Background: an optimization exercise with open tools, aiming at a short achievable clock period and few clock cycles. Do not read the settings as production practice. Only simulation tests tie the RTL to the original design; equivalence was not proved. Power and IR drop assume default switching activity.

== sierra ==
==> flow/design.v (excerpt) <==
module CPU(
    input reset, clk,
    output [31:0] imem_addr,
    input [31:0] imem_data,
    output [31:0] dmem_addr,
    output [31:0] dmem_wdata,
    output dmem_we, dmem_re,
    input [31:0] dmem_rdata
);
reg [31:0] PC;
reg [31:0] ras;                  
reg        D_valid, D_pred;
reg [31:0] D_inst, D_pc4, D_ras;
reg [31:0] D_rsoh, D_rtoh;       
reg        D_rsW, D_rtW;         
reg [4:0]  E_rd;
reg        E_load, E_store, E_br, E_brv, E_jr, E_slow;
reg [31:0] E_a, E_b, E_sd, E_pc4, E_brtgt, E_alt, E_ras;
reg [4:0]  E_sh;
reg        E_pred, E_neg, E_nz, E_x, E_jp;
reg        E_fAM, E_fAW, E_fAE, E_fBM, E_fBW, E_fBE, E_fSM, E_fSW, E_fSE, E_sdL;
reg        E_sub, E_add, E_and, E_or, E_xor, E_nor, E_slt, E_sll, E_srl, E_sra, E_lnk;
reg [4:0]  M_rd;
reg        M_load, M_store, M_slow;
reg [31:0] M_res, M_sd, M_pc4, M_brtgt;
reg        M_sdW, M_le, M_neg, M_pred, M_nz;
reg [4:0]  W_rd;
reg [31:0] W_val;
reg [31:0] rf [1:31];
wire stall, e_red, m_red;
wire [31:0] e_tgt, m_tgt;
wire [31:0] pc4 = {PC[31], PC[30:0] + 31'd4};
wire [31:0] inst = imem_data;
wire [5:0]  f_op = inst[31:26];
wire f_rtype = (f_op == 6'h00);
wire f_j   = (f_op == 6'h02) | (f_op == 6'h03);
wire f_br  = (f_op[5:2] == 4'b0001);
wire f_small = (inst[15:6] == 10'h000) | (inst[15:6] == 10'h3FF);
wire f_bt  = f_br & (f_op[0] | inst[15]) & f_small;
wire f_jr  = f_rtype & (inst[5:0] == 6'h08) & (inst[25:21] == 5'd31);
wire f_call = (f_op == 6'h03) | (f_rtype & (inst[5:0] == 6'h09));
wire f_pred = f_j | f_bt | f_jr;
wire [6:0] f_lo;
wire       f_c;
KSAdd #(.N(7), .L(3)) if_add(.a(PC[8:2]), .b(inst[6:0]), .ci(1'b1), .s(f_lo), .co(f_c));
wire [22:0] f_hi   = PC[31:9];
wire [22:0] f_hip1 = PC[31:9] + 23'd1;
wire [22:0] f_him1 = PC[31:9] - 23'd1;
wire        f_wrap = &PC[30:2];
wire [22:0] f_hisel;
HiSel if_hisel(.c(f_c), .sg(inst[15]),
               .h0({f_hi[22] ^ f_wrap, f_hi[21:0]}),
               .hp({f_hip1[22] ^ f_wrap, f_hip1[21:0]}),
               .hm({f_him1[22] ^ f_wrap, f_him1[21:0]}),
               .h(f_hisel));
wire [31:0] f_brtgt = {f_hisel, f_lo, 2'b00};
wire [31:0] pc_next;
PcNext pc_mux(.e_red(e_red), .e_tgt(e_tgt), .m_red(m_red), .m_tgt(m_tgt),
              .stall(stall), .pc(PC), .f_j(f_j), .f_bt(f_bt), .f_jr(f_jr),
  ...
Size in the first run: about 1700 flip-flops, roughly 160 I/O pins, roughly 87000 um^2 of cells after synthesis.
Settings: LEC_CHECK=0, CAP_MARGIN=40, CORE_MARGIN=2, CORE_UTILIZATION=25, GPL_ROUTABILITY_DRIVEN=1, GPL_TIMING_DRIVEN=1, PLACE_DENSITY=0.45, SETUP_SLACK_MARGIN=5, SLEW_MARGIN=40, SYNTH_HIERARCHICAL=1; clock period 11.0 ns.
run.sh (not shown) runs the stock make flow with config.mk's settings and CLKGATE_MAP_FILE= SYNTH_SCRIPT=/design/flow/synth_recipe.tcl, a recipe that flattens the netlist after the stock synthesis.
sierra finished every step from synthesis to the final layout, and the layout passed the timing, design-rule and antenna checks.
Testbench counts of sierra, summed over its fixed seeds: cycles 23,949.
## Diff of input files: cedar against sierra
Settings: clearing SETUP_SLACK_MARGIN, which used to be 5.
==> flow/flow/run.sh (new file) <==
#!/bin/bash
set -euo pipefail
cd "$(dirname "$0")/.."
bash standard.sh SETUP_SLACK_MARGIN=${FLOW_MARGIN:-7} finish > flow_standard.log 2>&1
==> flow/standard.sh (new file) <==
#!/bin/bash
# synth_recipe.tcl (not shown) runs the flow's synth.tcl, then flattens the netlist and writes it again
# the make line also repeats each setting of config.mk as NAME=value (left out here)
make -C /OpenROAD-flow-scripts/flow DESIGN_CONFIG=/design/flow/config.mk WORK_HOME=/design/flow/orfs CLKGATE_MAP_FILE= SYNTH_SCRIPT=/design/flow/synth_recipe.tcl "${@:-finish}"
removed: flow/run.sh
--- outcome ---
Against sierra, post-route total power in cedar came out better. On average via count per standard cell, cedar and sierra are basically level. The lower setup slack of cedar and sierra is in sierra. When cedar is set beside sierra, its actual slew at the worst max-slew pin turns out to be 0.012 ns smaller. For the non-clock buffer count, cedar came in 127 higher than sierra did.

* * *

## run E
CPU, a different RTL version from the one above (not shown whole).
Size: roughly 8900 cells after synthesis, ~1700 flip-flops.
Design CPU, start of the top module:
module CPU(
    input reset, clk,
    output [31:0] imem_addr,
    input [31:0] imem_data,
    output [31:0] dmem_addr,
    output [31:0] dmem_wdata,
    output dmem_we, dmem_re,
    input [31:0] dmem_rdata
);
export LEC_CHECK = 0
export CAP_MARGIN = 40
export CORE_MARGIN = 2
export CORE_UTILIZATION = 25
export GPL_ROUTABILITY_DRIVEN = 1
export GPL_TIMING_DRIVEN = 1
export PLACE_DENSITY = 0.45
export SLEW_MARGIN = 40
export SYNTH_HIERARCHICAL = 1
create_clock -name core_clock -period 11.0 [get_ports {clk}]
standard.sh (not shown) runs the stock make flow with config.mk's settings and CLKGATE_MAP_FILE= SYNTH_SCRIPT=/design/flow/synth_recipe.tcl, a recipe that flattens the netlist after the stock synthesis.
==> flow/flow/run.sh <==
#!/bin/bash
set -euo pipefail
cd "$(dirname "$0")/.."
bash standard.sh SETUP_SLACK_MARGIN=${FLOW_MARGIN:-8} finish > flow_standard.log 2>&1
Testbench counts of run E, summed over its fixed seeds: cycles 23,949.
> inputs changed (run E -> run B)
==> flow/flow/run.sh <==
#!/bin/bash
set -euo pipefail
cd "$(dirname "$0")/.."
bash standard.sh SETUP_SLACK_MARGIN=${FLOW_MARGIN:-7} finish > flow_standard.log 2>&1
## What came out
On logic depth of the worst register-to-register path: between run E and run B, it ends up lower for run B. Sort run E and run B by synthesis-to-layout area growth, ascending, and run B comes first. Looking at amount of wire on met2 after detailed routing, run B sits below run E. Fraction of layout cells with a size suffix above 1 (lower): run B. When the final numbers for run E and run B were put side by side, the final routed wirelength across all metal layers turned out to be greater in run E. Area occupied by multi-input gates: run B lower than run E. Cell with the biggest individual delay on the critical path = sky130_fd_sc_hd__dfxtp_1: run B; cell with the biggest individual delay on the critical path = sky130_fd_sc_hd__dfrtp_2: run E.

what the ideal ports hide:
How much do the figures lean on ideal ports? The routed layouts below were timed once more, with nothing changed but the port constraints. Step 1: set_driving_cell puts a clkbuf_16 on clk and a buf_2 on each other input, an assumption about the parent block. Step 2 also shifts input and output timing later by t, the mid clock arrival at the registers, as if the neighbouring blocks saw the same clock. Slacks: no drivers / after step 1 / after step 2; pairs: no drivers / after step 1.
run	shift t [ns]	setup WS [ns]	clock arrival spread, ns	worst slew at a driven data input, ns
sierra	0.970	5.744 / 5.643 / 5.301	0.102 / 0.101	0.13
cedar	0.998	6.522 / 6.404 / 6.159	0.122 / 0.121	0.12
run E	0.970	7.249 / 7.134 / 6.521	0.114 / 0.114	0.12
run B	0.984	6.908 / 6.900 / 6.150	0.089 / 0.089	0.11
After both steps every run listed still meets setup and hold. For run B, which loses most, drivers alone change the setup slack by -0.008 ns; drivers and shift together by -0.758 ns.
